This design comes from an exercise in tuning for small area, a short achievable clock period and few clock cycles per item on the open sky130 flow, not from production work.
Function was checked by simulation only, so behaviour that the tests miss may differ from the original.
Power is estimated from default activity; no workload was simulated.

==> violet: inputs <==
## mult
module mult (
    input clock, reset, start,
    input DATA rs1, rs2,
    input MULT_FUNC func,
    output DATA result,
    output done
);
Settings: LEC_CHECK=0, ABC_AREA=1, CAP_MARGIN=20, CORE_MARGIN=2, CORE_UTILIZATION=60, CTS_BUF_LIST=sky130_fd_sc_hd__clkbuf_8, PLACE_DENSITY=0.7, SETUP_SLACK_MARGIN=4.0, SLEW_MARGIN=20, SYNTH_HIERARCHICAL=1, TNS_END_PERCENT=0; clock period 9.0 ns.
standard.sh (not shown) runs the stock make flow with config.mk's settings and CLKGATE_MAP_FILE= SYNTH_SCRIPT=/design/flow/synth_recipe.tcl, a recipe that flattens the netlist after the stock synthesis.
==> flow/flow/run.sh <==
#!/bin/bash
# The standard layout (the standard.sh: ORFS synthesis through finish), except
# that the port buffers buffer_ports inserts are plain buf_2 cells rather than the
# delay cells it picks by default. Make's full output goes to flow_make.log.
set -euo pipefail
bash standard.sh BUFFER_PORTS_ARGS="-buffer_cell sky130_fd_sc_hd__buf_2" finish > flow_make.log 2>&1
==> yarrow (differences from violet) <==
CTS_BUF_LIST = not set   (was sky130_fd_sc_hd__clkbuf_8)
==> impl_metrics.yaml <==
clocking:
  root_buffer: "clkbuf_16"
final_layout:
  layout_common_cells: "o22ai_1, xnor2_1, fa_1"
drt:
  drtPass1Iterations: 7
run_status:
  status: "complete, no violations"
timing:
  whs_ns: 1.48
  fin_ws_ns: 3.80
power:
  finalPower_mw: 13.3
# the run above: yarrow

==> impl_metrics.yaml <==
drt:
  drtPass1Iterations: 8
power:
  finalPower_mw: 13.5
grt:
  grt_usage: 0.411
final_layout:
  layout_common_cells: "o22ai_1, xnor2_1, fa_1"
run_status:
  status: "complete, no violations"
timing:
  whs_ns: 1.41
  fin_ws_ns: 3.81
clocking:
  root_buffer: "clkbuf_8"
# the run above: violet

Testbench counts of violet, summed over its fixed seeds: cycles 24,000, ops 24,000.
Testbench counts of yarrow, summed over its fixed seeds: cycles 24,000, ops 24,000.


==> run a <==
Starting RTL as in the previous note.
==> flow/design.v (excerpt) <==
module mult (
    input clock, reset, start,
    input DATA rs1, rs2,
    input MULT_FUNC func,
    output DATA result,
    output done
);
==> flow/config.mk <==
export PLATFORM = sky130hd
export DESIGN_NAME = mult
export DESIGN_NICKNAME = mult
export VERILOG_FILES = /design/flow/design.v
export SDC_FILE = /design/flow/constraint.sdc
export NUM_CORES = 4
export LEC_CHECK = 0
export ABC_AREA = 1
export CAP_MARGIN = 20
export CORE_MARGIN = 2
export CORE_UTILIZATION = 60
export PLACE_DENSITY = 0.7
export SETUP_SLACK_MARGIN = 4.0
export SLEW_MARGIN = 20
export SYNTH_HIERARCHICAL = 1
export TNS_END_PERCENT = 0
==> flow/constraint.sdc <==
create_clock -name core_clock -period 9.0 [get_ports {clock}]
set_input_delay 1.8000 -clock core_clock [delete_from_list [all_inputs] [get_ports {clock}]]
set_output_delay 1.8000 -clock core_clock [all_outputs]
set_load 0.01 [all_outputs]
==> flow/flow/run.sh <==
#!/bin/bash
# The standard layout (the standard.sh: ORFS synthesis through finish), except
# that the port buffers buffer_ports inserts are plain buf_2 cells rather than the
# delay cells it picks by default, and that the timing repair after global routing
# aims at a slightly smaller setup margin than the repair after clock tree synthesis
# (config.mk's SETUP_SLACK_MARGIN), so that it spends less area.
# Make's full output goes to flow_make_cts.log and flow_make_finish.log.
set -euo pipefail
PORTS='BUFFER_PORTS_ARGS=-buffer_cell sky130_fd_sc_hd__buf_2'
bash standard.sh "$PORTS" cts > flow_make_cts.log 2>&1
bash standard.sh "$PORTS" SETUP_SLACK_MARGIN=3.8 finish > flow_make_finish.log 2>&1
==> run b: changes against run a <==
==> flow/flow/run.sh (replaced) <==
#!/bin/bash
# The standard layout (the standard.sh: ORFS synthesis through finish), except
# that the port buffers buffer_ports inserts are plain buf_2 cells rather than the
# delay cells it picks by default. Make's full output goes to flow_make.log.
set -euo pipefail
bash standard.sh BUFFER_PORTS_ARGS="-buffer_cell sky130_fd_sc_hd__buf_2" finish > flow_make.log 2>&1
--- a/flow/config.mk
+++ b/flow/config.mk
@@ -9,6 +9,6 @@
 export CAP_MARGIN = 20
 export CORE_MARGIN = 2
-export CORE_UTILIZATION = 60
-export PLACE_DENSITY = 0.7
+export CORE_UTILIZATION = 50
+export PLACE_DENSITY = 0.6
 export SETUP_SLACK_MARGIN = 4.0
 export SLEW_MARGIN = 20
==> flow_summary.json <==
{
  "status": "no timing/DRC/antenna violations",
  "via_per_inst": 6.47,
  "fill_cells": 4774,
  "max_freq_mhz": 196,
  "worstMarginPinSlew_ns": 0.958
}
# the run above: run b

==> flow_summary.json <==
{
  "via_per_inst": 6.78,
  "max_freq_mhz": 192,
  "status": "no timing/DRC/antenna violations",
  "die_w_um": 216,
  "worstMarginPinSlew_ns": 0.931,
  "cp.depth": 11,
  "fin_ws_ns": 3.78
}
# the run above: run a

Testbench counts of run a, summed over its fixed seeds: cycles 24,000, ops 24,000.
Testbench counts of run b, summed over its fixed seeds: cycles 24,000, ops 24,000.

re-timing with driven ports:
Ports are ideal in the flow. The routed layouts listed here were re-timed in OpenROAD.
Step 1, drivers: a clkbuf_16 drives clock and a buf_2 each remaining input, both assumed.
Step 2 adds t to the input delays and takes it off the output delays; t is the mean of the earliest and latest rising clock arrival at the registers after step 1. Input paths then give back, and output paths get back, about the clock's delay inside the block.
Slacks: ideal ports / drivers / drivers and shift; pairs: ideal ports / drivers.
run	shift t [ns]	slack for setup (ns)	worst setup path after step 2	slew at the worst register clock pin (ns)	cell pins on the clock port's net
violet	0.583	3.810 / 3.752 / 3.268	input to register	0.09 / 0.09	1
yarrow	0.526	3.799 / 3.738 / 3.365	input to register	0.06 / 0.06	1
run a	0.525	3.782 / 3.756 / 3.291	input to register	0.06 / 0.06	1
run b	0.558	3.897 / 3.841 / 3.358	input to register	0.07 / 0.07	1
After both steps every run listed still meets setup and hold. The setup slack of violet, which loses most, moves by -0.058 ns with the drivers and by -0.542 ns with both steps.
